Background: an optimization exercise with open tools, aiming at small area and a short achievable clock period. Do not read the settings as production practice. Function was checked by simulation only, so behaviour that the tests miss may differ from the original. Power figures rest on the tool's default switching activity, not on a simulated workload.

`design/flow/run.sh`:
```
#!/bin/bash
# synth_recipe.tcl (not shown) runs the flow's synth.tcl, then flattens the netlist and writes it again
# the make line also repeats each setting of config.mk as NAME=value (left out here)
make -C /OpenROAD-flow-scripts/flow DESIGN_CONFIG=/design/flow/config.mk WORK_HOME=/design/flow/orfs CLKGATE_MAP_FILE= SYNTH_SCRIPT=/design/flow/synth_recipe.tcl finish
```
`design/flow/config.mk`:
```
export PLATFORM = sky130hd
export DESIGN_NAME = mul_pipe
export DESIGN_NICKNAME = mul_pipe
export VERILOG_FILES = /design/flow/design.v
export SDC_FILE = /design/flow/constraint.sdc
export NUM_CORES = 4
export LEC_CHECK = 0
export CAP_MARGIN = 20
export CORE_MARGIN = 2
export CORE_UTILIZATION = 40
export SLEW_MARGIN = 20
```
`design/flow/constraint.sdc`:
```
create_clock -name core_clock -period 5.0 [get_ports {clk_59}]
set_input_delay 1.0000 -clock core_clock [delete_from_list [all_inputs] [get_ports {clk_59}]]
set_output_delay 1.0000 -clock core_clock [all_outputs]
set_load 0.01 [all_outputs]
```
`design/flow/design.v`:
```
module mul_pipe(
	input [15:0] numA59,
	input [15:0] numB59,
	input clk_59,
	input reset_59,
	output reg [15:0] Acc_result_59
);
reg sign_A, sign_A1, sign_A2;
reg sign_B, sign_B1, sign_B2;
reg sign_C, sign_C1, sign_C2, sign_C3;
reg [4:0] expA, expA1, expB, expB1;
reg [4:0] expC, expC1, expC2, expC3, expC4, expC5;
reg [9:0] manA, manB, manA1, manB1, manA2, manB2;
reg [10:0] normanA, normanB, normanA1, normanB1;
reg [21:0] proC, proC1;
reg [9:0] manC, manC1, manC2;
always@(numA59,numB59) begin
	sign_A = numA59[15]; 
	sign_B = numB59[15];
	expA   = numA59[14:10];
	expB   = numB59[14:10]; 
	manB = numB59[9:0];
	manA = numA59[9:0];
end
always@(posedge clk_59) begin
	sign_A1 <= sign_A;
	sign_B1 <= sign_B;
	expA1 <= expA;
	expB1 <= expB;
	manA1 <= manA;
	manB1 <= manB;
end
always@(sign_A1, sign_B1, expA1, expB1, manA1, manB1) begin
	if(({sign_A1, expA1, manA1} == 16'b0) || ({sign_B1, expB1, manB1} == 16'b0)) begin	
		sign_C = 0;
		expC = 5'b0;
		normanA = 11'b0; 
		normanB = 11'b0; end
	else begin
		sign_C = sign_A1 ^ sign_B1;
		expC = expA1 + expB1 - 5'b01111;
		normanA = {1'b1, manA1};
		normanB = {1'b1, manB1}; end 
end
always@(posedge clk_59) begin
	sign_C1 <= sign_C;
	expC1 <= expC;
	normanA1 <= normanA;
	normanB1 <= normanB;
end
always@(sign_C1, expC1, normanA1, normanB1) begin
	proC = normanA1 * normanB1;
end
always@(posedge clk_59) begin
	sign_C2 <= sign_C1;
	expC2 <= expC1;
	proC1 <= proC;
end
always@(sign_C2, expC2, proC1) begin
	casex(proC1)
		22'b1xxxxxxxxxxxxxxxxxxxxx:
			  begin
			    manC = proC1[20:11];
			    expC3 = expC2 + 1;
			  end
		22'b01xxxxxxxxxxxxxxxxxxxx:
			  begin
			    manC = proC1[19:10];
			    expC3 = expC2;
			  end
		22'b001xxxxxxxxxxxxxxxxxxx:
			  begin
			    manC = proC1[18:9];
			    expC3 = expC2-1;
			  end
		22'b0001xxxxxxxxxxxxxxxxxx:
			  begin
			    manC = proC1[17:8];
			    expC3 = expC2-2;
			  end
		22'b00001xxxxxxxxxxxxxxxxx:
			  begin
			    manC = proC1[16:7];
			    expC3 = expC2-3;
			  end
		22'b000001xxxxxxxxxxxxxxxx:
			  begin
			    manC = proC1[15:6];
			    expC3 = expC2-4;
			  end
		22'b0000001xxxxxxxxxxxxxxx:
			  begin
			    manC = proC1[14:5];
			    expC3 = expC2-5;
			  end
		22'b00000001xxxxxxxxxxxxxx:
			  begin
			    manC = proC1[13:4];
			    expC3 = expC2-6;
			  end
		22'b000000001xxxxxxxxxxxxx:
			  begin
			    manC = proC1[12:3];
			    expC3 = expC2-7;
			  end
		22'b0000000001xxxxxxxxxxxx:
			  begin
			    manC = proC1[11:2];
			    expC3 = expC2-8;
			  end
		22'b00000000001xxxxxxxxxxx:
			  begin
			    manC = proC1[10:1];
			    expC3 = expC2-9;
			  end
		22'b000000000001xxxxxxxxxx:
			  begin
			    manC = proC1[9:0];
			    expC3 = expC2-10;
			  end
		22'b0000000000001xxxxxxxxx:
			  begin
			    manC = {proC1[8:0],1'b0};
			    expC3 = expC2-11;
			  end
		22'b00000000000001xxxxxxxx:
			  begin
			    manC = {proC1[7:0],2'b00};
			    expC3 = expC2-12;
			  end
		22'b000000000000001xxxxxxx:
			  begin
			    manC = {proC1[6:0],3'b000};
			    expC3 = expC2-13;
			  end
		22'b0000000000000001xxxxxx:
			  begin
			    manC = {proC1[5:0],4'b0000};
			    expC3 = expC2-14;
			  end
		22'b00000000000000001xxxxx:
			  begin
			    manC = {proC1[4:0],5'b0000};
			    expC3 = expC2-15;
			  end
		22'b000000000000000001xxxx:
			  begin
			    manC = {proC1[3:0],6'b0};
			    expC3 = expC2-16;
			  end
		22'b0000000000000000001xxx:
			  begin
			    manC = {proC1[2:0],7'b0};
			    expC3 = expC2-17;
			  end
		22'b00000000000000000001xx:
			  begin
			    manC = {proC1[1:0],8'b0};
			    expC3 = expC2-18;
			  end
		22'b000000000000000000001x:
			  begin
			    manC = {proC1[0],9'b0};
			    expC3 = expC2-19;
			  end
		default:
			  begin
			    manC = 10'b0;
			    expC3 = 5'b0; end
		endcase
end
always@(posedge clk_59) begin
	sign_C3 <= sign_C2;
	manC1 <= manC;
	expC4 <= expC3;
end
always@(sign_C3, manC1, expC4) begin
	Acc_result_59 = {sign_C3, expC4, manC1};
end
endmodule
```
==> run notes <==
-- synth_stat cells, types with 5 or more instances --
library cell,number,area (µm²)
o211ai_1,7,52.55
xnor2_1,15,131.4
dfxtp_1,103,2062
a22oi_1,11,82.58
fa_1,84,1682
o21ai_0,27,135.1
a222oi_1,9,90.09
nor2b_1,12,75.07
xor2_1,10,87.58
clkbuf_1,56,210.2
nor4_1,13,81.33
a21o_1,10,75.07
nor2_1,35,131.4
a211oi_1,5,37.54
nor3_1,12,60.06
ha_1,72,900.9
inv_1,131,491.7
a221oi_1,14,122.6
nand3_1,16,80.08
nand4_1,5,31.28
a21oi_1,43,215.2
and2_1,70,437.9
nand2_1,102,382.9
and3_1,31,193.9
-- stage by stage --
| step | std cells | power (µW) | TNS [ns] |
|---|---|---|---|
| CTS | 1290 | 5395 | 0 |
| global route | 1292 | 6062 | 0 |
| floorplan | 977 | 3705 | 0 |
| detailed placement | 1274 | 4601 | -0.03512 |
| global placement | 1274 | 4575 | -0.01029 |
| finish | 1292 | 5501 | 0 |
-- layer usage --
layer | share of wire, % | wire, µm
met1 | 45 | 8870
met2 | 46 | 9125
met3 | 5.1 | 1011
met4 | 3.2 | 628
met5 | 0 | 0
-- critical path, delay by kind of cell (launching register included) --
kind                       cells  cell delay, ns
adders and majority gates      6            2.66
AOI/OAI and AO/OA              4            0.95
and+or+nand+nor                2            0.42
DFF                            1            0.40
xor gates and xnor gates       1            0.17
buffers and inverters          3            0.14
-- final timing paths --
path / cells after the start / to / startpoint / slack (ns)
hold reg to reg: 0 / expC2[2] / expC1[2] / 0.33
hold / removal: 0 / expC2[2] / expC1[2] / 0.33
setup / recovery: 16 / proC1[21] / normanB1[2] / 0.20
setup reg to reg: 16 / proC1[21] / normanB1[2] / 0.20
-- where the power goes --
group / internal, µW / total (µW) / leakage, µW / switching (µW)
Sequential: 1050 / 1360 / 0.000872 / 311
Clock: 370 / 735 / 0.000157 / 365
Combinational: 1650 / 3410 / 0.00350 / 1760
-- kinds of logic (layout without fill, tap and decap cells) --
kind of cell	after synthesis	in the layout	share of synthesized area, %
AO/OA/AOI/OAI	166	166	13.73
XOR/XNOR	25	25	2.553
flip-flops	103	103	24.04
AND/OR/NAND/NOR	325	325	20.12
buffers and inverters	199	239	9.088
adder cells (fa/ha/maj)	156	156	30.11
multiplexers	3	3	0.3647
-- repair_timing --
item                                    4_1_cts  5_1_grt
pin swaps                                     0        8
gates resized for setup                       4       34
endpoints found under the setup margin        3        6
hold endpoints to repair                      0        0
setup buffers                                 0        2
-- sequential cells by signal (all words and copies together), names as in the netlist --
register,flops
expA1,5
expB1,5
expC1,5
expC2,5
expC4,5
manA1,10
manB1,10
manC1,10
normanA1,11
normanB1,10
proC1,22
sign_A1,1
sign_B1,1
sign_C1,1
sign_C2,1
sign_C3,1
-- final cells by class --
class | count | area (µm²)
Clock inverter | 7 | 98.84
Tap cell | 275 | 344.1
Multi-Input combinational cell | 675 | 5794
Sequential cell | 103 | 2111
Fill cell | 2026 | 11150
Timing Repair Buffer | 92 | 810.8
Inverter | 131 | 491.7
Clock buffer | 9 | 225.2
==> impl_metrics.py <==
metrics = {
    "outcome": {
        "outcome": "timing/DRC/antenna clean",
    },
    "clocking": {
        "holdBufCountCts": 0,
        "clock-sinks": 103,
        "clock_latency_ns": 0.37,
        "tritoncts": "done",
        "root_buffer": "clkbuf_16",
        "cts.clk_slew.worst_paths_ns": 0.08,
        "clockBufferDepth": 2,
        "cts_buffers": 9,
        "htreeDepth": 3,
    },
    "critical_path": {
        "cp_max_fo": 7,
        "crit_type": "flip-flop to flip-flop",
        "cpMostUsedCell": "fa_1",
        "end_kind": "flip-flop",
        "crit_arrival_ns": 5.08,
        "required_ns": 5.28,
        "slowest_stage": "fa_1",
        "crit_path_start_kind": "flip-flop",
        "critical-path-max-stage-delay_ns": 0.55,
        "worstPathCellList": "nand2_1 > fa_1 > fa_1 > fa_1 > inv_1 > fa_1 > inv_1 > fa_1 > inv_1 > ha_1 > or3_1 > o211ai_1 > a31oi_2 > a211o_1 > a21oi_2 > xor2_1",
    },
    "routing": {
        "vias": 6743,
        "firstDrtPassIters": 5,
        "wire_per_inst_um": 15.20,
        "vias_per_cell": 5.219,
        "route.detailed.drc": 0,
        "drt_wl_total_mm": 19.64,
        "postRouteAntennaNets": 0,
        "drt_iter0_drc": 431,
    },
    "synth": {
        "ys_seq_elements": 103,
        "synth.avg_cell_area_um2": 8.779,
        "ys_async_sr_fraction_pct": 0,
        "synth-edff-count": 0,
        "yosysWarnings": 1,
        "synth.distinct_cells": 68,
        "syn_nets": 1167,
        "yosysSeqAreaShare_pct": 24.04,
        "syn_inst": 977,
        "ys.flop_type": "dfxtp_1",
        "syn-cell-area_um2": 8577,
    },
    "global_routing": {
        "grt_util_met3_pct": 2.727,
        "grt-busiest-layer": "met2",
        "grt_pass1_vias": 6796,
        "grt_use_met1_pct": 23.66,
        "grt_first_pass_wirelength_mm": 33.02,
        "antenna_found_initial": 0,
        "grt_max_degree": 26,
        "overflow": 0,
        "grt_use_met2_pct": 30.95,
        "track_usage_pct": 18.32,
    },
    "layout": {
        "drive_gt1_share_pct": 10.52,
        "antenna_cells": 0,
        "layout.nets": 1202,
        "final_core_util_pct": 46.98,
        "final_cell_mix": "inv_1 (131), nand2_1 (102), dfxtp_1 (86)",
        "syn2layout_area_growth_pct": 15.14,
        "layout_commonest_cell": "inv_1",
        "final_area_um2": 9876,
    },
    "placement": {
        "dp_hpwl_mm": 15.40,
        "io_buffers": 48,
        "place_congestion": 0.9291,
        "dp_worst_setup_slack_ns": -0.02450,
        "placed_area_um2": 9429,
    },
    "flow_run": {
        "maxCapViolations": 0,
    },
    "power_and_ir_drop": {
        "p_leak_uw": 0.004534,
        "vdd_drop_max_v": 0.0002621,
        "powerDensity_nw_per_um2": 557.0,
    },
    "floorplan": {
        "start_util_pct": 40.80,
        "coreArea_um2": 21020,
        "die_h_um": 150.4,
        "die_area_um2": 22630,
        "dieWidth_um": 150.4,
        "ios": 50,
        "row_count": 53,
    },
    "sta": {
        "setup_viol_count_final": 0,
        "final.period_utilization_pct": 96.02,
        "clock_skew_ns": 0.01245,
        "holdWs_ns": 0.3303,
        "fin_crit_ns": 4.801,
        "rsz0062_at_grt": "false",
        "hold_viol": 0,
        "setup_slack_ns": 0.1989,
        "max_slew.worst_pin.slew_ns": 0.8781,
        "slew_headroom_pct": 41.33,
        "max_freq_ghz": 0.2083,
        "drv_slew": 0,
    },
    "min_path": {
        "hold_class": "flip-flop to flip-flop",
    },
}

[re-timing with driven ports]
No port has a modelled driver above. Below, the same layout with a new extraction and two added sets of constraints. Step 1, drivers: a clkbuf_16 drives clk_59 and a buf_2 each remaining input, both assumed. Step 2 times the ports against the registers' clock, not the clock port: input delays grow and output delays shrink by t, the midpoint of the rising clock arrivals with the driver on. Slacks: ideal ports / drivers / drivers and shift; pairs: ideal ports / drivers.
t (ns): 0.404
slack for setup (ns): 0.199 / 0.199 / 0.199
worst setup path after step 2: register to register
After both steps setup and hold are still met in this run. The setup slack of this run moves by 0.000 ns with the drivers and by 0.000 ns with both steps.
